Context: an optimization exercise on an open-source flow, tuned for small area. The choices shown serve that exercise and are no tape-out recipe.
Only simulation tests tie the RTL to the original design; equivalence was not proved.
Power figures rest on the tool's default switching activity, not on a simulated workload.

## flow/design.v (module list and top-level ports; edited modules follow where they fit)
// module dff: 18 lines
// module dffs: 18 lines
// module tff: 18 lines
// module counter: 19 lines
// module mod_n_counter: 19 lines
// module mux8to1: 26 lines
// module updown_counter: 20 lines
// module counter_ld: 21 lines
// module posedge_detector: 18 lines
// module negedge_detector: 18 lines
// module edge_detector: 18 lines
// module right_shift_register: 22 lines
// module shift_reg: 20 lines
// module shift_reg_wload: 21 lines
// module register: 19 lines
// module two_flop_sync: 26 lines
// module full_adder: 15 lines
// module fifo_sync: 69 lines
// module counter_en: 18 lines
// module universal_shift_reg: 30 lines
// module mux4to1: 20 lines
// module fifo_syncs: 62 lines
// module fsm_apb_protocol: 32 lines
// module apb_intfc: 217 lines
// module buffers: 131 lines
// module clock_gen: 61 lines
// module parity_checker: 16 lines
// module receive_frame_detector: 32 lines
// module transmit_fsm: 49 lines
// module uart_receive_fsm: 59 lines
// module uart_receiver_shift_block: 76 lines
// module uart_receiver_top: 82 lines
// module uart_transmitter: 141 lines
// module uart_intpt_gen: 20 lines
// module uart_top: 191 lines
module uart_top (
  input  logic        pclk,
  input  logic        presetn,
  input  logic        psel,
  input  logic        penable,
  input  logic        pwrite,
  input  logic [31:0] paddr,
  input  logic [31:0] pwdata,
  input  logic        uart_rxd,
  output logic        pready,
  output logic [31:0] prdata,
  output logic        uart_txd,
  output logic        uart_intpt
);
  // ...
==> flow/run.sh <==
#!/bin/bash
# synth_recipe.tcl (not shown) runs the flow's synth.tcl, then flattens the netlist and writes it again
# the make line also repeats each setting of config.mk as NAME=value (left out here)
make -C /OpenROAD-flow-scripts/flow DESIGN_CONFIG=/design/flow/config.mk WORK_HOME=/design/flow/orfs CLKGATE_MAP_FILE= SYNTH_SCRIPT=/design/flow/synth_recipe.tcl finish
==> flow/config.mk <==
export PLATFORM = sky130hd
export DESIGN_NAME = uart_top
export DESIGN_NICKNAME = uart_top
export VERILOG_FILES = /design/flow/design.v
export SDC_FILE = /design/flow/constraint.sdc
export NUM_CORES = 4
export LEC_CHECK = 0
export CAP_MARGIN = 20
export CORE_MARGIN = 2
export CORE_UTILIZATION = 40
export SLEW_MARGIN = 20
==> flow/constraint.sdc <==
create_clock -name core_clock -period 10.0 [get_ports {pclk}]
set_input_delay 2.0000 -clock core_clock [delete_from_list [all_inputs] [get_ports {pclk}]]
set_output_delay 2.0000 -clock core_clock [all_outputs]
set_load 0.01 [all_outputs]
==> impl_metrics.tcl, run 1 <==
set metrics [dict create \
    n_clock_buffer 80 \
    track_usage_pct 21.3 \
    hold_path_class "reg2reg" \
    clkPwrFrac_pct 45.9 \
    root_buffer "clkbuf_16" \
    wl_met2_um 28600 \
    synth.most_common_cell "dfrtp_1" \
    p_switching_uw 928 \
    wl_per_cell_um 20.3 \
    ctsResizeCount 0 \
    hold_buffers 0 \
    maxSlewViolCount 0 \
    status "no timing/DRC/antenna violations" \
    inv_count 46 \
    dp_hpwl_um 41500 \
    drtAntennaViolNets 0 \
    vias 17400 \
    io_pins 105 \
    synthArstFlopShare_pct 100 \
    io_buffers 38 \
    layout_common_cells "dfrtp_1 (466), nand2_1 (412), o21ai_0 (340), nor2_1 (109), mux2_2 (79)" \
    n_sequential_cell 471 \
    syn_area_per_cell_um2 9.80 \
    die_h_um 243 \
    synth_area_leader_cell "dfrtp_1" \
    critPathTopFamily "simple AND/OR/NAND/NOR gates" \
    hp-start "u_apb_intfc.i_fsm_apb_protocol.u_dff.q" \
]
==> module uart_top, before the edit <==
module uart_top (
  input  logic        pclk,
  input  logic        presetn,
  input  logic        psel,
  input  logic        penable,
  input  logic        pwrite,
  input  logic [31:0] paddr,
  input  logic [31:0] pwdata,
  input  logic        uart_rxd,
  output logic        pready,
  output logic [31:0] prdata,
  output logic        uart_txd,
  output logic        uart_intpt
);
    logic [7:0]  rsr_data;
    logic        thr_wr_en;      
    logic        tsr_load;      
    logic        rbr_rd_en;      
    logic        fifoen;
    logic        txclr;
    logic        rxclr;
    logic [1:0]  rxfiftl;
    logic [7:0]  tx_data;
    logic [10:0] rbr;
    logic        tx_fifo_full;
    logic        rx_fifo_full;
    logic        tx_fifo_empty;
    logic        rx_fifo_empty;
    logic        bi;    
    logic        below_level;
    logic        frame_error;
    logic        parity_error;
    logic        receive_done;
    logic        rbrf;
    logic        uart_break;
  buffers u_buffers (
    .pclk          ( pclk          ),
    .presetn       ( presetn       ),
    .rsr_data      ( rsr_data      ),
    .pwdata        ( pwdata        ),
    .thr_wr_en     ( thr_wr_en     ),
    .receive_done  ( receive_done  ),
    .tsr_load      ( tsr_load      ),
    .rbr_rd_en     ( rbr_rd_en     ),
    .frame_error   ( frame_error   ),
    .parity_error  ( parity_error  ),
    .uart_break    ( uart_break    ),
    .fifoen        ( fifoen        ),
    .txclr         ( txclr         ),
    .rxclr         ( rxclr         ),
    .rxfiftl       ( rxfiftl       ),
    .dr            ( dr            ),
    .tx_data       ( tx_data       ),
    .rbr           ( rbr           ),
    .tx_fifo_full  ( tx_fifo_full  ),
    .rx_fifo_full  ( rx_fifo_full  ),
    .tx_fifo_empty ( tx_fifo_empty ),
    .rx_fifo_empty ( rx_fifo_empty ),
    .below_level   ( below_level   ),
    .rbrf          ( rbrf          )
  );
    logic       urrst;
    logic       sample_edge;
    logic       loop_txd;
    logic       loop;
    logic [1:0] wls;
    logic       pen;
    logic       eps;
    logic       sp;
    logic       error_check;
    logic       voting_edge;
  uart_receiver_top u_uart_receive_top (
    .pclk            ( pclk         ),
    .presetn         ( presetn      ),
    .utrrst          ( urrst        ),
    .sample_edge     ( sample_edge  ),
    .voting_edge     ( voting_edge  ),
    .uart_rxd        ( uart_rxd     ),
    .loop_txd        ( loop_txd     ),
    .loop            ( loop         ),
    .wls             ( wls          ),
    .pen             ( pen          ),
    .eps             ( eps          ),
    .sp              ( sp           ),
    .rsr_data        ( rsr_data     ),
    .frame_error     ( frame_error  ),
    .parity_error    ( parity_error ),
    .error_check     ( error_check  ),
    .receive_load_en ( receive_done ),
    .uart_break      ( uart_break   )
  );
    logic       utrst;
    logic       thre;
    logic       stb;
    logic       transmit_edge;
    logic       transmit_clk_clr;
    logic       shift_cnt_eq;
  uart_transmitter u_uart_transmitter (
    .pclk             ( pclk            ),
    .presetn          ( presetn         ),
    .utrst            ( utrst           ),
    .thre             ( thre            ),
    .pen (pen), 
    .eps              ( eps             ),
    .sp               ( sp              ),
    .stb              ( stb             ),
    .loop             ( loop            ),
    .transmit_edge    ( transmit_edge   ),
    .tx_data          ( tx_data         ),
    .wls              ( wls             ),
    .transmit_clk_clr ( transmit_clk_clr),
    .tsr_load         ( tsr_load        ),
    .shift_cnt_eq     ( shift_cnt_eq    ),
    .loop_txd         ( loop_txd        ),
    .uart_txd         ( uart_txd        )
  );
    logic [7:0] dlh;
    logic [7:0] dll;
  clock_gen u_clock_gen(
    .pclk             ( pclk            ),
    .presetn          ( presetn         ),
    .sample_clk_clr   ( ~urrst  ),
    .transmit_clk_clr ( transmit_clk_clr),
    .dlh              ( dlh             ),
    .dll              ( dll             ),
    .sample_edge   ( sample_edge   ),
    .voting_edge   ( voting_edge   ),
    .transmit_edge ( transmit_edge )
  );
  uart_intpt_gen u_uart_intpt_gen
  (
    .thre        ( thre        ),
    .etbei       ( etbei       ),
    .pe          ( pe          ),
    .elsi        ( elsi        ),
    .bi          ( bi          ),
    .fe          ( fe          ),
    .dr          ( dr          ),
    .erbi        ( erbi        ),
    .below_level ( below_level ),
    .uart_intpt ( uart_intpt )
  );
  apb_intfc u_apb_intfc (
    .pclk          ( pclk          ),
    .presetn       ( presetn       ),
    .psel          ( psel          ),
    .pwrite        ( pwrite        ),
    .penable       ( penable       ),
    .paddr         ( paddr         ),
    .pwdata        ( pwdata        ),
    .rbr           ( rbr           ),
    .parity_error  ( parity_error  ),
    .frame_error   ( frame_error   ),
    .error_check   ( error_check   ),
    .shift_cnt_eq  ( shift_cnt_eq  ),
    .tx_fifo_empty ( tx_fifo_empty ),
    .rx_fifo_empty ( rx_fifo_empty ),
    .tsr_load      ( tsr_load      ),
    .receive_done  ( receive_done  ),
    .uart_break    ( uart_break    ),
    .rx_fifo_full  ( rx_fifo_full  ),
    .rbrf          ( rbrf          ),
    .uart_intpt    ( uart_intpt    ),
    .loop          ( loop          ),
    .thr_wr_en     ( thr_wr_en     ),
    .rbr_rd_en     ( rbr_rd_en     ),
    .rxfiftl       ( rxfiftl       ),
    .txclr         ( txclr         ),
    .rxclr         ( rxclr         ),
    .fifoen        ( fifoen        ),
    .sp            ( sp            ),
    .eps           ( eps           ),
    .pen           ( pen           ),
    .stb           ( stb           ),
    .wls           ( wls           ),
    .dll           ( dll           ),
    .dlh           ( dlh           ),
    .urrst         ( urrst         ),
    .utrst         ( utrst         ),
    .thre          ( thre          ),
    .etbei         ( etbei         ),
    .pe            ( pe            ),
    .elsi          ( elsi          ),
    .bi            ( bi            ),
    .fe            ( fe            ),
    .dr            ( dr            ),
    .erbi          ( erbi          ),
    .pready        ( pready        ),
    .prdata        ( prdata        )
  ); 
endmodule
==> run 2, diff against run 1 <==
==> flow/design.v (replaced) <==
module uart_top (
  input  logic        pclk,
  input  logic        presetn,
  input  logic        psel,
  input  logic        penable,
  input  logic        pwrite,
  input  logic [31:0] paddr,
  input  logic [31:0] pwdata,
  input  logic        uart_rxd,
  output logic        pready,
  output logic [31:0] prdata,
  output logic        uart_txd,
  output logic        uart_intpt
);
  logic apb_acc;
  always_ff @(posedge pclk or negedge presetn)
    if (!presetn) apb_acc <= 1'b0;
    else          apb_acc <= ~apb_acc & psel;
  logic rd_en, wr_en;
  assign rd_en  = apb_acc & penable & ~pwrite;
  assign wr_en  = apb_acc & penable &  pwrite;
  assign pready = 1'b1;
  logic thr_wr_en, rbr_rd_en;
  assign thr_wr_en = wr_en & (paddr[7:0] == 8'h00);
  assign rbr_rd_en = rd_en & (paddr[7:0] == 8'h00);
  logic [2:0] ier;
  logic       fifoen, rxclr, txclr;
  logic [1:0] rxfiftl;
  logic [1:0] wls;
  logic       stb, pen, eps, sp, loop;
  logic [7:0] dll, dlh;
  logic       utrst, urrst;
  always_ff @(posedge pclk or negedge presetn)
    if (!presetn) begin
      ier     <= 3'b0;
      fifoen  <= 1'b0;
      rxclr   <= 1'b0;
      txclr   <= 1'b0;
      rxfiftl <= 2'b0;
      wls     <= 2'b0;
      stb     <= 1'b0;
      pen     <= 1'b0;
      eps     <= 1'b0;
      sp      <= 1'b0;
      loop    <= 1'b0;
      dll     <= 8'b0;
      dlh     <= 8'b0;
      utrst   <= 1'b0;
      urrst   <= 1'b0;
    end else if (wr_en) begin
      case (paddr[7:0])
        8'h04: ier <= pwdata[2:0];
        8'h08: {rxfiftl, txclr, rxclr, fifoen} <= {pwdata[7:6], pwdata[2:0]};
        8'h0C: {loop, sp, eps, pen, stb, wls} <= {pwdata[7], pwdata[5:0]};
        8'h20: dll <= pwdata[7:0];
        8'h24: dlh <= pwdata[7:0];
        8'h30: {utrst, urrst} <= pwdata[14:13];
        default: ;
      endcase
    end
  logic [14:0] comp_value;
  assign comp_value = {dlh, dll[7:1]};
  logic [14:0] cnt_rx, cnt_tx;
  logic [4:0]  bc_rx, bc_tx;      
  logic        inc_rx, inc_tx;    
  logic        comp_rx, comp_tx;
  logic        tx_idle;
  assign comp_rx = (cnt_rx == comp_value);
  assign comp_tx = (cnt_tx == comp_value);
  always_ff @(posedge pclk or negedge presetn)
    if (!presetn) begin
      cnt_rx <= 15'd1;
      cnt_tx <= 15'd1;
      bc_rx  <= 5'd0;
      bc_tx  <= 5'd0;
      inc_rx <= 1'b0;
      inc_tx <= 1'b0;
    end else begin
      cnt_rx <= (~urrst | comp_rx) ? 15'd1 : cnt_rx + 15'd1;
      cnt_tx <= (tx_idle | comp_tx) ? 15'd1 : cnt_tx + 15'd1;
      bc_rx  <= bc_rx + comp_rx;
      bc_tx  <= bc_tx + comp_tx;
      inc_rx <= comp_rx & bc_rx[0];
      inc_tx <= comp_tx & bc_tx[0];
    end
  logic [3:0] sc;
  assign sc = bc_rx[4:1];
  logic voting_edge, sample_edge, transmit_edge;
  assign voting_edge   = inc_rx & urrst & ((sc == 4'd6) | (sc == 4'd7) | (sc == 4'd8));
  assign sample_edge   = inc_rx & urrst & (sc == 4'd9);
  assign transmit_edge = inc_tx & ~tx_idle & (bc_tx[4:1] == 4'd15);
  logic dr, oe, pe, fe, bi, thre, temt;
  logic shift_cnt_eq, tsr_load;
  logic receive_done, parity_error, frame_error, uart_break;
  logic rx_fifo_empty, rx_fifo_full, tx_fifo_empty;
  logic [9:0] rx_head;
  logic [10:0] rbr;
  logic rbrf;
  always_ff @(posedge pclk or negedge presetn)
    if (!presetn) begin
      dr   <= 1'b0;
      oe   <= 1'b0;
      pe   <= 1'b0;
      fe   <= 1'b0;
      bi   <= 1'b0;
      thre <= 1'b1;
      temt <= 1'b1;
    end else begin
      if (fifoen) begin
        pe <= (rbr[8] | pe) & ~rbr_rd_en;
        fe <= (rbr[9] | fe) & ~rbr_rd_en;
        dr <= ~rx_fifo_empty;
        bi <= 1'b0;
        oe <= ((rx_fifo_full & receive_done) | oe) & ~rbr_rd_en;
      end else begin
        pe <= ((parity_error & receive_done) | pe) & ~rbr_rd_en;
        fe <= ((frame_error & receive_done) | fe) & ~rbr_rd_en;
        dr <= (receive_done | dr) & ~rbr_rd_en;
        bi <= (uart_break | bi) & ~rbr_rd_en;
        oe <= rbrf & receive_done;
      end
      thre <= ~thr_wr_en & ((~fifoen & tsr_load) | (fifoen & tx_fifo_empty) | thre);
      if (shift_cnt_eq) temt <= thre;
    end
  logic [7:0] thr;
  logic [7:0] txm [0:15];
  logic [4:0] twp, trp;
  logic       t_wr, t_rd;
  assign tx_fifo_empty = (twp == trp);
  assign t_wr = thr_wr_en & fifoen & ~((twp[3:0] == trp[3:0]) & (twp[4] ^ trp[4]));
  assign t_rd = tsr_load & fifoen & ~tx_fifo_empty;
  always_ff @(posedge pclk or negedge presetn)
    if (!presetn) thr <= 8'b0;
    else if (thr_wr_en & ~fifoen) thr <= pwdata[7:0];
  always_ff @(posedge pclk or negedge presetn)
    if (!presetn) begin
      for (int i = 0; i < 16; i++) txm[i] <= 8'b0;
    end else if (t_wr) begin
      txm[twp[3:0]] <= pwdata[7:0];
    end
  always_ff @(posedge pclk or negedge presetn)
    if (!presetn) begin
      twp <= 5'd0;
      trp <= 5'd0;
    end else if (txclr) begin
      twp <= {4'd0, twp[3:0] == 4'd0};
      trp <= {4'd0, twp[3:0] == 4'd0};
    end else begin
      twp <= twp + t_wr;
      trp <= trp + t_rd;
    end
  logic [7:0] tx_data;
  assign tx_data = fifoen ? txm[trp[3:0]] : thr;
  logic [9:0] rxm [0:15];
  logic [4:0] rwp, rrp;
  logic       r_wr, r_rd;
  logic [7:0] rsr_data;
  logic [7:0] just_rbr;
  assign rx_fifo_empty = (rwp == rrp);
  assign rx_fifo_full  = (rwp[3:0] == rrp[3:0]) & (rwp[4] ^ rrp[4]);
  assign r_wr = receive_done & fifoen & ~rx_fifo_full;
  assign r_rd = rbr_rd_en & fifoen & ~rx_fifo_empty;
  always_ff @(posedge pclk or negedge presetn)
    if (!presetn) begin
      for (int i = 0; i < 16; i++) rxm[i] <= 10'b0;
    end else if (r_wr) begin
      rxm[rwp[3:0]] <= {frame_error, parity_error, rsr_data};
    end
  always_ff @(posedge pclk or negedge presetn)
    if (!presetn) begin
      rwp <= 5'd0;
      rrp <= 5'd0;
    end else if (rxclr) begin
      rwp <= {4'd0, rwp[3:0] == 4'd0};
      rrp <= {4'd0, rwp[3:0] == 4'd0};
    end else begin
      rwp <= rwp + r_wr;
      rrp <= rrp + r_rd;
    end
  always_ff @(posedge pclk or negedge presetn)
    if (!presetn) begin
      just_rbr <= 8'b0;
      rbrf     <= 1'b0;
    end else begin
      if (receive_done & ~rbrf & ~fifoen) just_rbr <= rsr_data;
      rbrf <= (receive_done | rbrf) & ~rbr_rd_en;
    end
  assign rx_head = rxm[rrp[3:0]];
  assign rbr = fifoen ? (dr ? {1'b0, rx_head} : 11'b0) : {3'b0, just_rbr};
  logic [3:0] rx_cnt;
  logic       below_level;
  assign rx_cnt = rwp[3:0] - rrp[3:0];
  always_comb
    case (rxfiftl)
      2'b00:   below_level = (rx_cnt == 4'd0);
      2'b01:   below_level = (rx_cnt[3:2] == 2'b00);
      2'b10:   below_level = ~rx_cnt[3];
      default: below_level = (rx_cnt < 4'd14);
    endcase
  assign uart_intpt = (thre & ier[1]) | ((pe | fe | bi) & ier[2]) | (dr & ier[0] & ~below_level);
  localparam logic [1:0] T_IDLE = 2'b00, T_START = 2'b01, T_TRANSMIT = 2'b10, T_PARITY = 2'b11;
  logic [1:0]  tstate;
  logic [3:0]  tx_cnt;
  logic        parity;
  logic [10:0] tsr;
  logic [3:0] data_cnt, shift_cnt;
  logic       data_cnt_eq;
  assign data_cnt  = 4'd6 + {2'b0, wls};
  assign shift_cnt = data_cnt + ((pen & stb) ? 4'd3 : (pen | stb) ? 4'd2 : 4'd1);
  assign data_cnt_eq  = (tx_cnt == data_cnt);
  assign shift_cnt_eq = (tx_cnt == shift_cnt);
  logic st_idle, st_start, st_tx, st_par;
  assign st_idle  = (tstate == T_IDLE);
  assign st_start = (tstate == T_START);
  assign st_tx    = (tstate == T_TRANSMIT);
  assign st_par   = (tstate == T_PARITY);
  assign tx_idle  = st_idle;
  logic shift_en, shift_count_en, shift_count_clr;
  assign shift_en        = (st_tx & transmit_edge & ~(data_cnt_eq | shift_cnt_eq)) | (st_par & transmit_edge);
  assign shift_count_en  = (st_start & transmit_edge) | (st_tx & transmit_edge & ~shift_cnt_eq) | (st_par & transmit_edge);
  assign shift_count_clr = st_tx & shift_cnt_eq & (~thre | transmit_edge);
  assign tsr_load        = st_start & transmit_edge;
  logic [1:0] tnext;
  always_comb
    case (tstate)
      T_IDLE:     tnext = (utrst & ~thre) ? T_START : T_IDLE;
      T_START:    tnext = ~utrst ? T_IDLE : transmit_edge ? T_TRANSMIT : T_START;
      T_TRANSMIT: tnext = ~utrst ? T_IDLE :
                          shift_cnt_eq ? (thre ? (transmit_edge ? T_IDLE : T_TRANSMIT) : T_START) :
                          (data_cnt_eq & transmit_edge & pen) ? T_PARITY : T_TRANSMIT;
      default:    tnext = ~utrst ? T_IDLE : transmit_edge ? T_TRANSMIT : T_PARITY;
    endcase
  logic [7:0]  tdata_m;
  logic [10:0] shift_data;
  always_comb
    case (wls)
      2'b00:   begin tdata_m = {3'b0, tx_data[4:0]}; shift_data = {3'b0, stb, 1'b1, tx_data[4:0], 1'b0}; end
      2'b01:   begin tdata_m = {2'b0, tx_data[5:0]}; shift_data = {2'b0, stb, 1'b1, tx_data[5:0], 1'b0}; end
      2'b10:   begin tdata_m = {1'b0, tx_data[6:0]}; shift_data = {1'b0, stb, 1'b1, tx_data[6:0], 1'b0}; end
      default: begin tdata_m = tx_data;               shift_data = {stb, 1'b1, tx_data, 1'b0}; end
    endcase
  logic parity_gen;
  assign parity_gen = sp ? ~eps : (eps ? ^tdata_m : ~^tdata_m);
  always_ff @(posedge pclk or negedge presetn)
    if (!presetn) begin
      tstate <= T_IDLE;
      tx_cnt <= 4'd0;
      parity <= 1'b0;
      tsr    <= 11'b0;
    end else begin
      tstate <= tnext;
      tx_cnt <= shift_count_clr ? 4'd0 : tx_cnt + shift_count_en;
      if (tsr_load & pen) parity <= parity_gen;
      if (tsr_load)      tsr <= shift_data;
      else if (shift_en) tsr <= {1'b0, tsr[10:1]};
    end
  logic tx_bit;
  assign tx_bit   = st_par ? parity : tsr[0];
  assign uart_txd = loop | st_idle | st_start | tx_bit;
  logic loop_txd;
  assign loop_txd = st_idle | st_start | tx_bit;
  localparam logic [2:0] R_IDLE = 3'b000, R_START = 3'b001, R_RECEIVE = 3'b010, R_WAIT = 3'b011, R_BREAK = 3'b100;
  logic [2:0] rstate, rnext;
  logic [2:0] vote;
  logic [9:0] rsh;
  logic [3:0] fcnt;
  logic       rx_data, all_zero, receive_cnt_done;
  logic rs_idle, rs_start, rs_recv, rs_wait, rs_break;
  assign rs_idle  = (rstate == R_IDLE);
  assign rs_start = (rstate == R_START);
  assign rs_recv  = (rstate == R_RECEIVE);
  assign rs_wait  = (rstate == R_WAIT);
  assign rs_break = (rstate == R_BREAK);
  assign rx_data  = (vote[0] & vote[1]) | (vote[1] & vote[2]) | (vote[0] & vote[2]);
  assign all_zero = ~|rsh;
  assign receive_cnt_done = (fcnt == ({2'b0, wls} + 4'd5 + {3'b0, pen})) & sample_edge;
  always_comb
    case (rstate)
      R_IDLE:    rnext = urrst ? R_START : R_IDLE;
      R_START:   rnext = ~urrst ? R_IDLE : sample_edge ? (rx_data ? R_IDLE : R_RECEIVE) : R_START;
      R_RECEIVE: rnext = ~urrst ? R_IDLE : receive_cnt_done ? R_WAIT : R_RECEIVE;
      R_WAIT:    rnext = all_zero ? (sample_edge ? R_BREAK : R_WAIT) : (rx_data ? R_IDLE : R_WAIT);
      R_BREAK:   rnext = rx_data ? R_IDLE : R_BREAK;
      default:   rnext = R_IDLE;
    endcase
  assign receive_done = (rs_wait & ~all_zero & rx_data) | (rs_break & rx_data);
  assign uart_break   = rs_break & ~rx_data;
  logic serial_in;
  assign serial_in = loop ? loop_txd : uart_rxd;
  always_ff @(posedge pclk or negedge presetn)
    if (!presetn) begin
      rstate <= R_IDLE;
      vote   <= 3'b0;
      rsh    <= 10'b0;
      fcnt   <= 4'd0;
    end else begin
      rstate <= rnext;
      if (~rs_idle & voting_edge)   vote <= {serial_in, vote[2:1]};
      if (rs_recv & sample_edge)    rsh  <= {rx_data, rsh[9:1]};
      fcnt <= ~rs_recv ? 4'd0 : fcnt + sample_edge;
    end
  always_comb
    case ({pen, wls})
      3'b000: rsr_data = {3'b0, rsh[8:4]};
      3'b001: rsr_data = {2'b0, rsh[8:3]};
      3'b010: rsr_data = {1'b0, rsh[8:2]};
      3'b011: rsr_data = rsh[8:1];
      3'b100: rsr_data = {3'b0, rsh[7:3]};
      3'b101: rsr_data = {2'b0, rsh[7:2]};
      3'b110: rsr_data = {1'b0, rsh[7:1]};
      default: rsr_data = rsh[7:0];
    endcase
  logic expected_parity;
  assign expected_parity = sp ? ~eps : (eps ? ^rsr_data : ~^rsr_data);
  assign parity_error    = pen & (rsh[8] != expected_parity);
  assign frame_error     = receive_done & ~rsh[9];
  logic [31:0] rd_data;
  always_comb
    case (paddr[5:0])
      6'h00:   rd_data = {21'b0, rbr};
      6'h04:   rd_data = {29'b0, ier};
      6'h08:   rd_data = {24'b0, fifoen, fifoen, 5'b0, ~uart_intpt};
      6'h0C:   rd_data = {26'b0, sp, eps, pen, stb, wls};
      6'h14:   rd_data = {25'b0, temt, thre, bi, fe, pe, oe, dr};
      6'h20:   rd_data = {24'b0, dll};
      6'h24:   rd_data = {24'b0, dlh};
      6'h30:   rd_data = {17'b0, utrst, urrst, 13'b0};
      default: rd_data = 32'b0;
    endcase
  assign prdata = rd_en ? rd_data : 32'b0;
endmodule
==> run 2 against run 1 <==
Highest routed layer unchanged. Sequential power fell by 4%. Combinational power rose by about 30%. Clock skew rose by 17 ps. Clock-buffer cell count rose by 1. Critical path depth did not move. Non-clock buffer count fell by 2. Setup slack improved by 250 ps. Critical path type unchanged. Hold slack got worse by 2.4 ps. Register-to-register slack got worse by 390 ps. Via count fell by 5.7%. Sequential share of layout area fell by 2.0 points. First-iteration DRC count rose by 4.9%.
==> impl_metrics.tcl, run 2 <==
set metrics [dict create \
    cp.required_ps 8000 \
    layout_commonest_cell "dfrtp_1" \
    clkSinkCount 446 \
    cts_made_buffers 50 \
    clk_pin_slew_ps 60 \
    drt_pass1_iterations 7 \
    p_per_area_nw_per_um2 162 \
    status "no timing/DRC/antenna violations" \
    r2r_start "pen" \
    layout-drive-gt1-share_pct 19.3 \
    critPathTopFamily "buffers and inverters" \
    critPathMostFrequentCell "clkdlybuf4s50_1" \
    crit_path_max_fanout 9 \
    ys_ff_latch 446 \
    io_buffers 37 \
    synth_cells 2112 \
    max_freq_mhz 152 \
    ff2ff_path_depth 15 \
    avgViaCountPerCell 5.69 \
    worst_path_max_delay_cell "clkdlybuf4s50_1" \
    io_pins 105 \
    wl_per_cell_um 21.4 \
    clk-insertion-delay-late_ps 630 \
    maxSlewViolCount 0 \
    whs_ps 433 \
    post_cts_buffers 0 \
    finalSetupTns_ps 0 \
    hold_path_class "reg2reg" \
    criticalPathCategory "in2out" \
    cts_tree "yes" \
    cp_slowest_stage_delay_ps 590 \
    hp-start "apb_acc" \
    finalWirelength_um 61700 \
    rsz0062_at_grt "false" \
    die_h_um 241 \
    hold_viol_final 0 \
    antenna_found_initial 0 \
    netlist_area_um2 22500 \
    synth.most_common_cell "dfrtp_1" \
    relSlewSlack_pct 23.7 \
    yosysTopAreaCellShare_pct 49.2 \
    core-area_um2 55300 \
    grt_pass1_vias 16500 \
    ys_top_cells_by_area "dfrtp_1 (49%), mux2_2 (13%), nor2_1 (3.2%)" \
    synth_edf_count 0 \
    end_kind "output pin" \
    worst_slew_pin_slew_ps 1140 \
    finalSetupViolations 0 \
    worstHoldEndpoint "apb_acc" \
    route.detailed.drc 0 \
    synthTopCellsByCount "dfrtp_1 (442), mux2_2 (263), nor2_1 (192), nand2_1 (160), o21ai_0 (117)" \
    final_nets 2192 \
    period_needed_ps 6570 \
    critPathLaunchType "primary input" \
    syn_area_per_cell_um2 10.6 \
    largest_reg_flops 160 \
    reg2reg_slack_ps 5570 \
    yosysWarningCount 3 \
    ys.flop_type "dfrtp_1" \
    drtAntennaViolNets 0 \
    drv_cap 0 \
    root_buffer "clkbuf_16" \
    ctsResizeCount 0 \
    period_share_pct 65.7 \
    initial_core_util_pct 40.7 \
    gp_congestion 0.885 \
    track_usage_pct 21.6 \
    htreeDepth 2 \
    dp_hpwl_um 40400 \
    yosysUniqueCellTypes 83 \
    grt_max_degree 169 \
    grt_overflow_total 0 \
    die_area_um2 58100 \
    whs_path_depth 1 \
    insertedDiodeCount 0 \
    grt_pass1_wl_um 97400 \
    ys_seq_area_share_pct 49.7 \
    hold_buffers 0 \
    vias 16400 \
    r2r_end "tsr[8]" \
    crit_arrival_ps 4570 \
    synthArstFlopShare_pct 100 \
    die_x_um 241 \
    synth_area_leader_cell "dfrtp_1" \
    cp.buffers_inverters 2 \
    clockBufferDepth 3 \
    path_cells "clkdlybuf4s50_1 > nor3_1 > nand2_1 > nor2_1 > a221oi_1 > a31oi_1 > clkdlybuf4s50_1" \
    rows 86 \
    area_delta_synth_final_pct 11.8 \
    ir_worst_vdd_mv 0.135 \
    layout_common_cells "dfrtp_1 (440), mux2_2 (263), nor2_1 (188), nand2_1 (160), o21ai_0 (117)" \
    skew_ps 40.6 \
    first_iter_violations 1551 \
    leakagePower_nw 11.4 \
]
## run 2: changes by cell type after synthesis, sizes merged, moves of 17 or more
cell	delta
a222oi	-24
a21oi	+49
a22oi	-29
and2	-17
mux2	+175
o21ai	-224
nand2	-252
nor2	+81
dfrtp	-25
## run 2: final cells by class
class / instances / area [um^2]
fill: 5200 / 30200
multi-input combinational: 1495 / 10500
inverter: 35 / 131
tap: 748 / 936
clock inverter: 13 / 210
clock buffer: 81 / 1550
timing repair buffer: 65 / 602
sequential: 446 / 11200
## run 2: metal layers
layer	GRT usage, %	vias up	routed length (um)
li1	-	7462	-
met1	30.1	8325	28000
met3	2.72	100	3010
met2	35.4	505	29200
met4	6.43	0	1500
met5	0	-	0
## run 2: per-stage QoR
step                std cells  util [%]  setup WS, ps  power (mW)  cell area [um^2]
floorplan                2131         -          4770        2.05             22600
global placement         2789      42.2          3160        2.17             23400
detailed placement       2789      42.3          3090        2.17             23400
CTS                      2883      45.4          3070        4.11             25100
global route             2883      45.5          3260        4.21             25100
finish                   2883      45.5          3430        4.07             25100
## run 2: worst max path at each step
stage / depth (start not counted) / to / startpoint
after floorplan: 6 / prdata[6] / paddr[1]
after global placement: 7 / prdata[6] / paddr[1]
after detailed placement: 7 / prdata[6] / paddr[3]
after CTS: 7 / prdata[6] / paddr[3]
after global routing: 10 / prdata[3] / rrp[1]
final: 7 / prdata[0] / paddr[3]
## run 2: power by group
| part | leakage (nW) | total [mW] | internal (mW) | switching, mW |
|---|---|---|---|---|
| clock network | 0.856 | 1.93 | 1.14 | 0.788 |
| registers | 6.14 | 1.86 | 1.83 | 0.0315 |
| logic | 4.41 | 0.280 | 0.0811 | 0.199 |
## run 2: kinds of logic after synthesis
logic type,after synthesis,synth area share (%)
fa+ha+maj,30,1.72
simple gates,617,13.0
compound gates,422,12.3
xor+xnor,103,4.17
flops,446,49.7
other cells,2,0.0334
mux,302,15.3
buf+inv,190,3.84
==> run 3, diff against run 2 <==
--- a/flow/design.v
+++ b/flow/design.v
@@ -132,12 +132,20 @@
   always_ff @(posedge pclk or negedge presetn)
     if (!presetn) thr <= 8'b0;
     else if (thr_wr_en & ~fifoen) thr <= pwdata[7:0];
+  always_ff @(posedge pclk)
+    if (t_wr) txm[twp[3:0]] <= pwdata[7:0];
+  logic       t_z;
+  logic [3:0] t_h;
+  logic       tx_valid;
   always_ff @(posedge pclk or negedge presetn)
     if (!presetn) begin
-      for (int i = 0; i < 16; i++) txm[i] <= 8'b0;
+      t_z <= 1'b0;
+      t_h <= 4'd0;
     end else if (t_wr) begin
-      txm[twp[3:0]] <= pwdata[7:0];
+      if (twp[3:0] == 4'd0) t_z <= 1'b1;
+      if (twp[3:0] > t_h)   t_h <= twp[3:0];
     end
+  assign tx_valid = (trp[3:0] == 4'd0) ? t_z : (trp[3:0] <= t_h);
   always_ff @(posedge pclk or negedge presetn)
     if (!presetn) begin
       twp <= 5'd0;
@@ -150,7 +158,7 @@
       trp <= trp + t_rd;
     end
   logic [7:0] tx_data;
-  assign tx_data = fifoen ? txm[trp[3:0]] : thr;
+  assign tx_data = fifoen ? (tx_valid ? txm[trp[3:0]] : 8'b0) : thr;
   logic [9:0] rxm [0:15];
   logic [4:0] rwp, rrp;
   logic       r_wr, r_rd;
@@ -160,12 +168,20 @@
   assign rx_fifo_full  = (rwp[3:0] == rrp[3:0]) & (rwp[4] ^ rrp[4]);
   assign r_wr = receive_done & fifoen & ~rx_fifo_full;
   assign r_rd = rbr_rd_en & fifoen & ~rx_fifo_empty;
+  always_ff @(posedge pclk)
+    if (r_wr) rxm[rwp[3:0]] <= {frame_error, parity_error, rsr_data};
+  logic       r_z;
+  logic [3:0] r_h;
+  logic       rx_valid;
   always_ff @(posedge pclk or negedge presetn)
     if (!presetn) begin
-      for (int i = 0; i < 16; i++) rxm[i] <= 10'b0;
+      r_z <= 1'b0;
+      r_h <= 4'd0;
     end else if (r_wr) begin
-      rxm[rwp[3:0]] <= {frame_error, parity_error, rsr_data};
+      if (rwp[3:0] == 4'd0) r_z <= 1'b1;
+      if (rwp[3:0] > r_h)   r_h <= rwp[3:0];
     end
+  assign rx_valid = (rrp[3:0] == 4'd0) ? r_z : (rrp[3:0] <= r_h);
   always_ff @(posedge pclk or negedge presetn)
     if (!presetn) begin
       rwp <= 5'd0;
@@ -186,7 +202,7 @@
       rbrf <= (receive_done | rbrf) & ~rbr_rd_en;
     end
   assign rx_head = rxm[rrp[3:0]];
-  assign rbr = fifoen ? (dr ? {1'b0, rx_head} : 11'b0) : {3'b0, just_rbr};
+  assign rbr = fifoen ? ((dr & rx_valid) ? {1'b0, rx_head} : 11'b0) : {3'b0, just_rbr};
   logic [3:0] rx_cnt;
   logic       below_level;
   assign rx_cnt = rwp[3:0] - rrp[3:0];
--- a/flow/config.mk
+++ b/flow/config.mk
@@ -5,7 +5,10 @@
 export SDC_FILE = /design/flow/constraint.sdc
 export NUM_CORES = 4
 export LEC_CHECK = 0
-export CAP_MARGIN = 20
+export CAP_MARGIN = 0
 export CORE_MARGIN = 2
 export CORE_UTILIZATION = 40
-export SLEW_MARGIN = 20
+export CTS_BUF_LIST = sky130_fd_sc_hd__clkbuf_4
+export CTS_CLUSTER_DIAMETER = 40
+export CTS_CLUSTER_SIZE = 10
+export SLEW_MARGIN = 0
==> run 3 against run 2 <==
Clock skew rose by 47 ps. Largest cell class unchanged. First-iteration DRC count fell by 19%. Utilization fell by 0.46 points. Hold slack improved by 2.5 ps. Global-route usage fell by 3.4 points. Die area fell by 6.9%. Non-clock buffer count rose by 10. Synthesized cell count fell by 29%. Still clean. Sequential cell count rose by 10. Wire length fell by 21%. Highest routed layer unchanged.
==> impl_metrics.tcl, run 3 <==
set metrics [dict create \
    layout_common_cells "edfxtp_1 (288), dfrtp_1 (161), nor2_1 (112), clkbuf_4 (83), nand2_1 (81)" \
    grt_pass1_vias 12400 \
    root_buffer "clkbuf_4" \
    core-area_um2 51500 \
    ys.flop_type "edfxtp_1" \
    drtAntennaViolNets 0 \
    clkSinkCount 456 \
    p_total_mw 3.63 \
    yosysTopAreaCellShare_pct 41.4 \
    hold_viol_final 0 \
    synth_cells 1496 \
    skew_ps 87.5 \
    grt_max_degree 104 \
    leakagePower_nw 8.53 \
    htreeDepth 3 \
    synth_area_leader_cell "edfxtp_1" \
    cp.required_ps 8000 \
    p_per_area_nw_per_um2 157 \
    die_h_um 233 \
    maxSlewViolCount 0 \
    final_cell_area_um2 23200 \
    finalSetupTns_ps 0 \
    post_cts_buffers 0 \
    vias 12600 \
    cts_made_buffers 75 \
    avgViaCountPerCell 5.43 \
    max_freq_mhz 145 \
    ctsResizeCount 0 \
    whs_ps 436 \
    layout-drive-gt1-share_pct 18.6 \
    grt_pass1_wl_um 73900 \
    synthArstFlopShare_pct 36.8 \
    yosysUniqueCellTypes 75 \
    clockBufferDepth 3 \
    die_x_um 233 \
    clk-insertion-delay-late_ps 870 \
    io_pins 105 \
    criticalPathCategory "in2out" \
    drv_cap 0 \
    syn_area_per_cell_um2 14.0 \
    synth.most_common_cell "edfxtp_1" \
    track_usage_pct 18.2 \
    worst_path_max_delay_cell "nor3_1" \
    dp_hpwl_um 31900 \
    antenna_found_initial 4 \
    crit_path_max_fanout 10 \
    synthTopCellsByCount "edfxtp_1 (288), dfrtp_1 (164), nor2_1 (112), nand2_1 (81), mux2_2 (67)" \
    path_cells "clkdlybuf4s50_1 > nor3_1 > nand2_1 > nor3_1 > nand2_1 > a21oi_1 > clkdlybuf4s50_1" \
    grt_overflow_total 0 \
    rsz0062_at_grt "false" \
    initial_core_util_pct 40.6 \
    ir_worst_vdd_mv 0.0986 \
    area_delta_synth_final_pct 10.9 \
    wl_per_cell_um 20.9 \
    ys_top_cells_by_area "edfxtp_1 (41%), dfrtp_1 (20%), mux4_2 (6.7%)" \
    cts_tree "yes" \
    critPathLaunchType "primary input" \
    drt_pass1_iterations 5 \
    first_iter_violations 1250 \
    end_kind "output pin" \
    netlist_area_um2 20900 \
    place_area_um2 22100 \
    final_nets 1701 \
    ys_seq_area_share_pct 61.5 \
    status "no timing/DRC/antenna violations" \
    layout_commonest_cell "edfxtp_1" \
    yosysWarningCount 1 \
    hold_buffers 0 \
    finalSetupViolations 0 \
    largest_reg_flops 160 \
    die_area_um2 54100 \
    multiInputGateArea_um2 7540 \
    final_core_util_pct 45.0 \
    ys_ff_latch 456 \
    period_share_pct 69.1 \
    clk_pin_slew_ps 80 \
    hold_path_class "reg2reg" \
    cp_slowest_stage_delay_ps 860 \
    relSlewSlack_pct 19.9 \
    period_needed_ps 6910 \
    worst_slew_pin_slew_ps 1190 \
    gp_congestion 0.837 \
    regArea_um2 12900 \
    route.detailed.drc 0 \
    rows 83 \
    crit_arrival_ps 4910 \
    synth_edf_count 288 \
    io_buffers 37 \
    finalWirelength_um 48400 \
    fill_cells 4693 \
]
## run 3: area by class of cell
cell class / count / share of cell area (%)
Timing Repair Buffer: 75 / 2.83
Inverter: 48 / 0.777
Clock inverter: 46 / 1.95
Tap cell: 680 / 3.67
Antenna cell: 4 / 0.0432
Clock buffer: 83 / 2.69
Sequential cell: 456 / 55.5
Multi-Input combinational cell: 930 / 32.5
## run 3: critical path, delay by kind of cell
kind	cells	cell delay, ps
and+or+nand+nor	4	1400
buffers and inverters	2	1070
AOI/OAI and AO/OA	1	430
## run 3: logic make-up after synthesis
| logic type | count (synthesis) | synth area share [%] |
|---|---|---|
| fa+ha+maj | 47 | 2.86 |
| simple gates | 401 | 9.36 |
| compound gates | 186 | 5.87 |
| other cells | 2 | 0.0359 |
| xor+xnor | 107 | 4.55 |
| buf+inv | 129 | 2.88 |
| flops | 456 | 61.5 |
| mux | 168 | 12.9 |
## run 3: final timing paths
check / startpoint / endpoint / slack [ps] / cells past startpoint
max: paddr[1] / prdata[1] / 3090 / 7
min: apb_acc / apb_acc / 440 / 1
max reg2reg: pen / tsr[8] / 5400 / 16
min reg2reg: apb_acc / apb_acc / 440 / 1
max in group asynchronous: presetn / trp[0] / 7290 / 2
min in group asynchronous: presetn / rbrf / 1240 / 1
## run 3: per-stage QoR
step	worst slack, ps	cells
floorplan	4690	1515
global placement	3050	2189
detailed placement	3080	2189
CTS	3050	2318
global route	2920	2321
finish	3090	2322
## run 3: power by group
group | internal, mW | total, mW | switching (mW) | leakage, nW
registers | 2.03 | 2.05 | 0.0277 | 4.75
clock network | 0.608 | 1.34 | 0.728 | 0.581
logic | 0.104 | 0.244 | 0.140 | 3.20
## run 3: layer usage
layer	GRT usage (%)	part of all wire, %	vias to the layer above
met5	0	0	-
met2	28.3	46	354
met3	4.04	5.8	94
met1	25.6	46	6373
met4	5.89	2.6	0
li1	-	-	5791
==> run 4, diff against run 3 <==
--- a/flow/config.mk
+++ b/flow/config.mk
@@ -8,7 +8,7 @@
 export CAP_MARGIN = 0
 export CORE_MARGIN = 2
 export CORE_UTILIZATION = 40
-export CTS_BUF_LIST = sky130_fd_sc_hd__clkbuf_4
-export CTS_CLUSTER_DIAMETER = 40
-export CTS_CLUSTER_SIZE = 10
+export CTS_BUF_LIST = sky130_fd_sc_hd__clkbuf_8
+export CTS_CLUSTER_DIAMETER = 50
+export CTS_CLUSTER_SIZE = 20
 export SLEW_MARGIN = 0
==> run 4 against run 3 <==
Hold slack about the same. Clock power down 7%. Still clean. Die area unchanged.
==> impl_metrics.tcl, run 4 <==
set metrics [dict create \
    status "no timing/DRC/antenna violations" \
    criticalPathCategory "in2out" \
    root_buffer "clkbuf_8" \
    ctsResizeCount 0 \
    max_freq_mhz 144 \
    first_iter_violations 1066 \
    worst_path_max_delay_cell "nor3_1" \
    io_buffers 37 \
    period_needed_ps 6930 \
    dp_hpwl_um 31900 \
    syn_area_per_cell_um2 14.0 \
    grt_max_degree 104 \
    area_delta_synth_final_pct 10.4 \
    clk_pin_slew_ps 80 \
    drv_cap 0 \
    core-area_um2 51500 \
    crit_arrival_ps 4930 \
    ys_ff_latch 456 \
    cts_tree "yes" \
    rows 83 \
    ir_worst_vdd_mv 0.123 \
    drt_pass1_iterations 5 \
    rsz0062_at_grt "false" \
    layout_common_cells "edfxtp_1 (288), dfrtp_1 (161), nor2_1 (112), nand2_1 (81), mux2_2 (67)" \
    cp.buffers_inverters 2 \
    yosysWarningCount 1 \
    cp.required_ps 8000 \
    maxSlewViolCount 0 \
    clockBufferDepth 3 \
    yosysUniqueCellTypes 75 \
    synth_edf_count 288 \
    hold_viol_final 0 \
    clkSinkCount 456 \
    p_total_mw 3.54 \
    yosysTopAreaCellShare_pct 41.4 \
    skew_ps 34.6 \
    finalSetupViolations 0 \
    route.detailed.drc 0 \
    clk-insertion-delay-late_ps 650 \
    critPathLaunchType "primary input" \
    wl_per_cell_um 21.1 \
    layout_commonest_cell "edfxtp_1" \
    io_pins 105 \
    die_x_um 233 \
    hold_buffers 0 \
    final_nets 1671 \
    worst_slew_pin_slew_ps 1180 \
    leakagePower_nw 8.45 \
    synthArstFlopShare_pct 36.8 \
    antenna_found_initial 2 \
    die_h_um 233 \
    htreeDepth 2 \
    post_cts_buffers 0 \
    ys_seq_area_share_pct 61.5 \
    reg2reg_slack_ps 5390 \
    relSlewSlack_pct 21.1 \
    avgViaCountPerCell 5.43 \
    path_cells "clkdlybuf4s50_1 > nor3_1 > nand2_1 > nor3_1 > nand2_1 > a31oi_1 > clkdlybuf4s50_1" \
    ys_top_cells_by_area "edfxtp_1 (41%), dfrtp_1 (20%), mux4_2 (6.7%)" \
    grt_overflow_total 0 \
    vias 12300 \
    layout-drive-gt1-share_pct 16.7 \
    period_share_pct 69.3 \
    p_per_area_nw_per_um2 153 \
    synthTopCellsByCount "edfxtp_1 (288), dfrtp_1 (164), nor2_1 (112), nand2_1 (81), mux2_2 (67)" \
    grt_pass1_vias 12100 \
    ys.flop_type "edfxtp_1" \
    finalSetupTns_ps 0 \
    die_area_um2 54100 \
    hold_path_class "reg2reg" \
    netlist_area_um2 20900 \
    critPathTopFamily "simple AND/OR/NAND/NOR gates" \
    crit_path_max_fanout 10 \
    end_kind "output pin" \
    grt_pass1_wl_um 73300 \
    largest_reg_flops 160 \
    synth_area_leader_cell "edfxtp_1" \
    synth.most_common_cell "edfxtp_1" \
    cts_made_buffers 45 \
    cp_slowest_stage_delay_ps 890 \
    initial_core_util_pct 40.6 \
    synth_cells 1496 \
    track_usage_pct 18.0 \
    finalWirelength_um 47900 \
    drtAntennaViolNets 0 \
    gp_congestion 0.837 \
]
## run 4: cell counts after synthesis
Identical to the previous run, type by type.
## run 4: logic make-up (layout without fill, tap and decap cells)
family	count (synthesis)	in the layout	synth area share, %
AOI/OAI and AO/OA	186	186	5.87
xor gates and xnor gates	107	107	4.55
adders and majority gates	47	47	2.86
buffers and inverters	129	207	2.88
DFF	456	456	61.5
muxes	168	168	12.9
other	2	22	0.0359
and+or+nand+nor	401	401	9.36
## run 4: area by class of cell
type	count	area, um^2
clock buffer	46	633
multi-input combinational	930	7540
inverter	48	180
fill	4675	28400
timing repair buffer	75	657
antenna	1	2.50
tap	680	851
sequential	456	12900
clock inverter	38	347
## run 4: path summary, 6_finish.rpt
path,from,to,depth (start not counted)
max,paddr[1],prdata[0],7
min,apb_acc,apb_acc,1
max reg2reg,pen,tsr[8],16
min reg2reg,apb_acc,apb_acc,1
max in group asynchronous,presetn,rrp[1],2
min in group asynchronous,presetn,just_rbr[3],1
## run 4: routing by layer
metal	wire length, um	part of all wire [%]	global-route usage (%)	up-vias
li1	-	-	-	5695
met5	0	0	0	-
met4	1180	2.5	5.49	0
met2	22100	46	28.4	334
met1	21900	46	25.6	6240
met3	2740	5.7	2.89	70
## run 4: stage by stage
step                cell area, um^2  util, %  hold slack, ps  worst slack (ps)  cells
CTS                           23100     44.8             437              3070   2273
detailed placement            22100     42.9             417              3080   2189
floorplan                     21000        -             403              4690   1515
finish                        23100     44.8             435              3070   2274
global route                  23100     44.8             448              2920   2273
global placement              22100     42.9             421              3050   2189
## run 4: report_power, final
| part | internal, mW | switching [mW] |
|---|---|---|
| sequential | 2.03 | 0.0275 |
| clock | 0.488 | 0.750 |
| combinational | 0.104 | 0.140 |
| total | 2.62 | 0.918 |
==> run 5, diff against run 4 <==
==> flow/config.mk (replaced) <==
export PLATFORM = sky130hd
export DESIGN_NAME = uart_top
export DESIGN_NICKNAME = uart_top
export VERILOG_FILES = /design/flow/design.v
export SDC_FILE = /design/flow/constraint.sdc
export NUM_CORES = 4
export LEC_CHECK = 0
export CAP_MARGIN = 20
export CORE_MARGIN = 2
export CORE_UTILIZATION = 40
export SLEW_MARGIN = 20
==> run 5 against run 4 <==
Maximum frequency up 1.5%. Register-to-register slack better by 20 ps. Critical path depth fell by 1. First-iteration DRC count increased by 19%. Hold slack got worse by 3.7 ps. Cell count grew 0.35%. Clock skew is 16 ps higher. Global-route usage rose by 0.17 points. Combinational power about the same. Non-clock buffer count up 2. Area after synthesis unchanged. Critical endpoint unchanged.
==> impl_metrics.tcl, run 5 <==
set metrics [dict create \
    relSlewSlack_pct 25.4 \
    whs_ps 432 \
    hold_buffers 0 \
    yosysUniqueCellTypes 75 \
    instances_no_fill 2282 \
    avgViaCountPerCell 5.46 \
    regArea_um2 12900 \
    reg2reg_slack_ps 5410 \
    period_needed_ps 6830 \
    ys.flop_type "edfxtp_1" \
    grt_overflow_total 0 \
    status "no timing/DRC/antenna violations" \
    layout_common_cells "edfxtp_1 (288), dfrtp_1 (161), nor2_1 (111), nand2_1 (81), mux2_2 (67)" \
    max_freq_mhz 146 \
    hold_path_class "reg2reg" \
    insertedDiodeCount 0 \
    clk_pin_slew_ps 60 \
    dp_hpwl_um 31900 \
    die_h_um 233 \
    cts_tree "yes" \
    gp_congestion 0.837 \
    ctsResizeCount 0 \
    wl_per_cell_um 21.3 \
    first_iter_violations 1266 \
    layout-drive-gt1-share_pct 16.6 \
    final_cell_area_um2 23700 \
    crit_arrival_ps 4830 \
    synth_edf_count 288 \
    cp_slowest_stage_delay_ps 670 \
    drtAntennaViolNets 0 \
    io_pins 105 \
    core-area_um2 51500 \
    root_buffer "clkbuf_16" \
    synthArstFlopShare_pct 36.8 \
    synth.most_common_cell "edfxtp_1" \
    criticalPathCategory "in2out" \
    syn_area_per_cell_um2 14.0 \
    clockBufferDepth 3 \
    vias 12500 \
    fill_cells 4589 \
    grt_max_degree 104 \
    grt_pass1_wl_um 73800 \
    cts_made_buffers 49 \
    critPathLaunchType "primary input" \
    crit_path_max_fanout 12 \
    drv_cap 0 \
    maxSlewViolCount 0 \
    end_kind "output pin" \
    layout_commonest_cell "edfxtp_1" \
    yosysWarningCount 1 \
    io_buffers 37 \
    whs_path_depth 1 \
    post_cts_buffers 0 \
    period_share_pct 68.3 \
    final_nets 1677 \
    critPathMostFrequentCell "clkdlybuf4s50_1" \
    ir_worst_vdd_mv 0.143 \
    rsz0062_at_grt "false" \
    clkSinkCount 456 \
    dp.cells 2189 \
    rows 83 \
    antenna_found_initial 2 \
    route.detailed.drc 0 \
    synth_area_leader_cell "edfxtp_1" \
    ff2ff_path_depth 16 \
    p_per_area_nw_per_um2 173 \
    skew_ps 50.7 \
    hold_viol_final 0 \
    path_cells "clkdlybuf4s50_1 > nand2b_1 > nor2_1 > a222oi_1 > a31oi_1 > clkdlybuf4s50_1" \
    ys_top_cells_by_area "edfxtp_1 (41%), dfrtp_1 (20%), mux4_2 (6.7%)" \
    largest_reg_flops 160 \
    clk-insertion-delay-late_ps 620 \
    cp.required_ps 8000 \
    die_x_um 233 \
    worst_path_max_delay_cell "clkdlybuf4s50_1" \
    worst_slew_pin_slew_ps 1120 \
    place_area_um2 22100 \
    finalSetupViolations 0 \
    ys_seq_area_share_pct 61.5 \
    grt_pass1_vias 12200 \
    netlist_area_um2 20900 \
    yosysTopAreaCellShare_pct 41.4 \
    finalSetupTns_ps 0 \
    drt_pass1_iterations 6 \
    htreeDepth 2 \
    leakagePower_nw 8.75 \
    synthTopCellsByCount "edfxtp_1 (288), dfrtp_1 (164), nor2_1 (112), nand2_1 (81), mux2_2 (67)" \
    synth_cells 1496 \
    track_usage_pct 18.2 \
    initial_core_util_pct 40.6 \
    multiInputGateArea_um2 7550 \
    die_area_um2 54100 \
    finalWirelength_um 48600 \
    ys_ff_latch 456 \
    area_delta_synth_final_pct 13.6 \
]
==> run 5: worst max-delay path: cells and delay by family <==
kind	cells	cell delay, ps
buffers and inverters	2	1320
AND/OR/NAND/NOR	2	760
AO/OA/AOI/OAI	2	740
==> run 5: final timing paths <==
kind                                to      from
max in group asynchronous       trp[0]   presetn
min reg2reg                    apb_acc   apb_acc
max                          prdata[0]  paddr[4]
max reg2reg                     tsr[8]       pen
min                            apb_acc   apb_acc
min in group asynchronous  just_rbr[5]   presetn
==> run 5: final cells by class <==
| class | instances | share of cell area [%] |
|---|---|---|
| clock buffer | 58 | 5.39 |
| clock inverter | 33 | 1.44 |
| inverter | 48 | 0.759 |
| multi-input combinational | 930 | 31.8 |
| sequential | 456 | 54.2 |
| tap | 680 | 3.58 |
| timing repair buffer | 77 | 2.88 |
==> run 5: kinds of logic (layout without fill, tap and decap cells) <==
logic type,Yosys count,in the layout,share of synthesized area [%]
buffers and inverters,129,216,2.88
adders and majority gates,47,47,2.86
other,2,21,0.0359
AOI/OAI and AO/OA,186,186,5.87
DFF,456,456,61.5
and+or+nand+nor,401,401,9.36
muxes,168,168,12.9
xor gates and xnor gates,107,107,4.55
==> run 5: layer usage <==
layer | track usage [%] | vias up | part of all wire (%)
met1 | 26.0 | 6328 | 46
met3 | 2.86 | 84 | 5.3
met4 | 5.93 | 0 | 2.7
li1 | - | 5711 | -
met5 | 0 | - | 0
met2 | 28.4 | 336 | 46
==> run 5: per-stage QoR <==
stage                     power, mW  worst slack, ps  utilization (%)
final                          4.11             3170             46.1
after global routing           4.26             3160             46.1
after CTS                      4.16             3070             46.0
after detailed placement       2.34             3080             42.9
after global placement         2.34             3050             42.9
after floorplan                2.25             4690                -
==> run 5: where the power goes <==
group	internal, mW	switching, mW	total [mW]
combinational	0.105	0.141	0.246
clock	1.03	0.780	1.81
sequential	2.03	0.0274	2.06
total	3.17	0.949	4.11
==> run 6, diff against run 5 <==
--- a/flow/design.v
+++ b/flow/design.v
@@ -65,23 +65,26 @@
   logic        inc_rx, inc_tx;    
   logic        comp_rx, comp_tx;
   logic        tx_idle;
-  assign comp_rx = (cnt_rx == comp_value);
-  assign comp_tx = (cnt_tx == comp_value);
+  logic first_q;
+  assign comp_rx = (cnt_rx == comp_value) & ~first_q;
+  assign comp_tx = (cnt_tx == comp_value) & ~first_q;
+  always_ff @(posedge pclk) begin
+    cnt_rx <= (~urrst | comp_rx) ? 15'd1 : cnt_rx + 15'd1;
+    cnt_tx <= (tx_idle | comp_tx) ? 15'd1 : cnt_tx + 15'd1;
+  end
   always_ff @(posedge pclk or negedge presetn)
     if (!presetn) begin
-      cnt_rx <= 15'd1;
-      cnt_tx <= 15'd1;
-      bc_rx  <= 5'd0;
-      bc_tx  <= 5'd0;
-      inc_rx <= 1'b0;
-      inc_tx <= 1'b0;
+      first_q <= 1'b1;
+      bc_rx   <= 5'd0;
+      bc_tx   <= 5'd0;
+      inc_rx  <= 1'b0;
+      inc_tx  <= 1'b0;
     end else begin
-      cnt_rx <= (~urrst | comp_rx) ? 15'd1 : cnt_rx + 15'd1;
-      cnt_tx <= (tx_idle | comp_tx) ? 15'd1 : cnt_tx + 15'd1;
-      bc_rx  <= bc_rx + comp_rx;
-      bc_tx  <= bc_tx + comp_tx;
-      inc_rx <= comp_rx & bc_rx[0];
-      inc_tx <= comp_tx & bc_tx[0];
+      first_q <= 1'b0;
+      bc_rx   <= bc_rx + comp_rx;
+      bc_tx   <= bc_tx + comp_tx;
+      inc_rx  <= comp_rx & bc_rx[0];
+      inc_tx  <= comp_tx & bc_tx[0];
     end
   logic [3:0] sc;
   assign sc = bc_rx[4:1];
@@ -262,14 +265,14 @@
       tstate <= T_IDLE;
       tx_cnt <= 4'd0;
       parity <= 1'b0;
-      tsr    <= 11'b0;
     end else begin
       tstate <= tnext;
       tx_cnt <= shift_count_clr ? 4'd0 : tx_cnt + shift_count_en;
       if (tsr_load & pen) parity <= parity_gen;
-      if (tsr_load)      tsr <= shift_data;
-      else if (shift_en) tsr <= {1'b0, tsr[10:1]};
     end
+  always_ff @(posedge pclk)
+    if (tsr_load)      tsr <= shift_data;
+    else if (shift_en) tsr <= {1'b0, tsr[10:1]};
   logic tx_bit;
   assign tx_bit   = st_par ? parity : tsr[0];
   assign uart_txd = loop | st_idle | st_start | tx_bit;
@@ -308,13 +311,13 @@
       rstate <= R_IDLE;
       vote   <= 3'b0;
       rsh    <= 10'b0;
-      fcnt   <= 4'd0;
     end else begin
       rstate <= rnext;
       if (~rs_idle & voting_edge)   vote <= {serial_in, vote[2:1]};
       if (rs_recv & sample_edge)    rsh  <= {rx_data, rsh[9:1]};
-      fcnt <= ~rs_recv ? 4'd0 : fcnt + sample_edge;
     end
+  always_ff @(posedge pclk)
+    fcnt <= ~rs_recv ? 4'd0 : fcnt + sample_edge;
   always_comb
     case ({pen, wls})
       3'b000: rsr_data = {3'b0, rsh[8:4]};
==> flow/config.mk (replaced) <==
export PLATFORM = sky130hd
export DESIGN_NAME = uart_top
export DESIGN_NICKNAME = uart_top
export VERILOG_FILES = /design/flow/design.v
export SDC_FILE = /design/flow/constraint.sdc
export NUM_CORES = 4
export LEC_CHECK = 0
export CAP_MARGIN = 0
export CORE_MARGIN = 2
export CORE_UTILIZATION = 65
export CTS_BUF_LIST = sky130_fd_sc_hd__clkbuf_8
export CTS_CLUSTER_DIAMETER = 50
export CTS_CLUSTER_SIZE = 20
export SLEW_MARGIN = 0
==> run 6 against run 5 <==
Sequential cell count rose by 1. First-iteration DRC count shrank 37%. Non-clock buffer count down 21. Area after synthesis down 0.99%. Global-route usage up 8.7 points. Critical path depth unchanged. Combinational power shrank 6%. Largest cell class unchanged. Critical path type unchanged. Design area decreased by 6.0%. Maximum frequency rose by 1.7%. Via count shrank 5.5%. Wire length decreased by 11%. Clock power decreased by 34%.
==> impl_metrics.tcl, run 6 <==
set metrics [dict create \
    status "no timing/DRC/antenna violations" \
    crit_arrival_ps 4720 \
    post_cts_buffers 0 \
    synthTopCellsByCount "edfxtp_1 (299), dfrtp_1 (121), nor2_1 (120), mux2_2 (77), mux4_2 (65)" \
    worst_path_max_delay_cell "clkdlybuf4s50_1" \
    ys_ff_latch 457 \
    hold_path_class "reg2reg" \
    htreeDepth 2 \
    p_comb_share_pct 6.6 \
    drv_cap 0 \
    hold_buffers 0 \
    place_area_um2 21400 \
    synth_area_leader_cell "edfxtp_1" \
    criticalPathCategory "in2out" \
    maxSlewViolCount 0 \
    io_buffers 37 \
    skew_ps 34.6 \
    clk-insertion-delay-late_ps 600 \
    clkSinkCount 457 \
    hold_viol_final 0 \
    synth_cells 1433 \
    avgViaCountPerCell 6.17 \
    grt_pass1_wl_um 68000 \
    p_seq_share_pct 58.7 \
    drtAntennaViolNets 0 \
    route.detailed.drc 0 \
    synthArstFlopShare_pct 27.1 \
    synth.most_common_cell "edfxtp_1" \
    ctsResizeCount 0 \
    die_area_um2 33300 \
    p_per_area_nw_per_um2 156 \
    finalSetupViolations 0 \
    ir_worst_vdd_mv 0.159 \
    clkPwrFrac_pct 34.6 \
    synth_edf_count 299 \
    cp.required_ps 8000 \
    initial_core_util_pct 65.8 \
    clockBufferDepth 3 \
    core-area_um2 31500 \
    first_iter_violations 801 \
    layout-drive-gt1-share_pct 17.0 \
    largest_reg_flops 160 \
    critPathLaunchType "primary input" \
    yosysTopAreaCellShare_pct 43.4 \
    final_cell_area_um2 22300 \
    cp.buffers_inverters 2 \
    relSlewSlack_pct 24.3 \
    period_share_pct 67.2 \
    p_total_mw 3.47 \
    syn_area_per_cell_um2 14.4 \
    area_delta_synth_final_pct 7.88 \
    layout_commonest_cell "edfxtp_1" \
    max_freq_mhz 149 \
    io_pins 105 \
    finalSetupTns_ps 0 \
    cp_slowest_stage_delay_ps 640 \
    grt_max_degree 72 \
    yosysWarningCount 1 \
    clk_pin_slew_ps 100 \
    root_buffer "clkbuf_8" \
    track_usage_pct 26.8 \
    worst_slew_pin_slew_ps 1130 \
    drt_pass1_iterations 5 \
    grt_overflow_total 0 \
    vias 11800 \
    dp_hpwl_um 29300 \
    die_x_um 182 \
    ys_top_cells_by_area "edfxtp_1 (43%), dfrtp_1 (15%), mux4_2 (7.1%)" \
    final_nets 1587 \
    antenna_found_initial 1 \
    yosysUniqueCellTypes 73 \
    internal_power_mw 2.64 \
    gp_congestion 0.907 \
    critPathMostFrequentCell "clkdlybuf4s50_1" \
    leakagePower_nw 8.03 \
    rows 65 \
    wl_per_cell_um 22.6 \
    finalWirelength_um 43200 \
    crit_path_max_fanout 10 \
    cts_made_buffers 42 \
    p_switching_uw 835 \
    path_cells "clkdlybuf4s50_1 > nor2b_1 > and2_1 > a221oi_1 > o22ai_1 > clkdlybuf4s50_1" \
    die_h_um 182 \
    cts_tree "yes" \
    swShare_pct 24.0 \
    layout_common_cells "edfxtp_1 (299), nor2_1 (120), dfrtp_1 (118), mux2_2 (77), mux4_2 (65)" \
    ys_seq_area_share_pct 61.7 \
    critPathTopFamily "buffers and inverters" \
    ys.flop_type "edfxtp_1" \
    period_needed_ps 6720 \
    end_kind "output pin" \
    netlist_area_um2 20700 \
    grt_pass1_vias 11900 \
    rsz0062_at_grt "false" \
]
==> run 6: cell count changes in the layout (fill, tap and decap cells not counted), moves of 12 or more <==
cell	before	now
dfrtp_1	161	118
o21ai_0	47	35
nand2_1	81	51
clkbuf_8	2	46
dfxtp_1	0	34
buf_4	38	19
clkbuf_16	49	0
==> run 6: worst paths after layout <==
check,start,slack (ps),cells past startpoint,end
hold / removal,apb_acc,430,1,apb_acc
min in group asynchronous,presetn,1360,1,r_h[3]
setup reg to reg,pen,5620,12,tsr[2]
hold reg to reg,apb_acc,430,1,apb_acc
setup / recovery,paddr[4],3280,6,prdata[3]
max in group asynchronous,presetn,7300,2,thr[4]
==> run 6: cells by family (layout without fill, tap and decap cells) <==
logic type | after synthesis | count (layout) | share of synthesized area [%]
DFF | 457 | 457 | 61.7
other | 2 | 23 | 0.0363
buffers and inverters | 127 | 179 | 2.88
muxes | 180 | 180 | 14.3
adders and majority gates | 46 | 46 | 2.84
xor gates and xnor gates | 104 | 104 | 4.53
and+or+nand+nor | 366 | 366 | 8.85
AOI/OAI and AO/OA | 151 | 151 | 4.89
==> run 6: layout make-up <==
class / instances / area (um^2)
Clock buffer: 46 / 633
Timing Repair Buffer: 56 / 514
Clock inverter: 31 / 309
Sequential cell: 457 / 12800
Antenna cell: 1 / 2.50
Inverter: 46 / 173
Fill cell: 2149 / 9150
Tap cell: 402 / 503
Multi-Input combinational cell: 869 / 7420
==> run 6: power groups by stage <==
stage	Sequential, mW	Clock, mW	Combinational, mW
2_1_floorplan	2.07	0	0.165
3_3_place_gp	2.08	0	0.230
3_5_place_dp	2.08	0	0.235
4_1_cts	2.04	1.23	0.235
5_1_grt	2.04	1.30	0.256
6_report	2.04	1.20	0.231
==> run 6: through the flow <==
step / std cells / setup slack (ps) / utilization (%) / hold WS, ps
final: 1908 / 3280 / 70.9 / 433
after floorplan: 1453 / 4570 / - / 403
after global routing: 1908 / 3210 / 70.9 / 451
after global placement: 1830 / 3420 / 67.9 / 423
after CTS: 1907 / 3360 / 70.9 / 441
after detailed placement: 1830 / 3360 / 67.9 / 428
==> run 6: worst reg2reg max path: cells and delay by family, from the launching register on <==
family                   cells  cell delay [ps]
AND/OR/NAND/NOR              3             1140
adder cells (fa/ha/maj)      3              940
flip-flops                   1              870
buffers and inverters        3              510
AO/OA/AOI/OAI                2              370
XOR/XNOR                     1              190
==> run 6: layer usage <==
layer	GRT usage (%)	routed length [um]
met1	35.6	17900
met2	47.7	22500
met3	2.97	1840
met4	7.45	942
met5	0	0

## port drivers added, routing unchanged
How much do the figures lean on ideal ports? The routed layouts below were timed once more, with nothing changed but the port constraints.
Step 1 (the two cells are an assumption about what drives the block):
set clk [get_ports {pclk}]
set_driving_cell -lib_cell sky130_fd_sc_hd__clkbuf_16 $clk
set_driving_cell -lib_cell sky130_fd_sc_hd__buf_2 [delete_from_list [all_inputs] $clk]
Step 2 moves the port delays by t, midway between the first and last clock arrival at a register: inputs arrive t later, outputs are due t later. That takes back most of the time a late clock gives input paths.
a / b / c = no drivers / after step 1 / after step 2; a / b = the first two.
run	shift t [ns]	setup slack, ns	worst setup path after step 2	latest minus earliest clock arrival (ns)	worst slew at a driven data input, ns
run 1	0.650	3.179 / 3.157 / 3.157	input to output	0.026 / 0.026	0.07
run 2	0.672	3.433 / 3.380 / 3.411	input to output	0.048 / 0.048	0.05
run 3	0.877	3.091 / 3.067 / 3.067	input to output	0.088 / 0.088	0.05
run 4	0.688	3.066 / 3.042 / 3.042	input to output	0.036 / 0.036	0.05
run 5	0.649	3.170 / 3.145 / 3.145	input to output	0.055 / 0.055	0.05
run 6	0.629	3.281 / 3.216 / 3.216	input to output	0.037 / 0.037	0.08
After both steps every run listed still meets setup and hold. For run 6, which loses most, drivers alone change the setup slack by -0.065 ns; drivers and shift together by -0.065 ns.
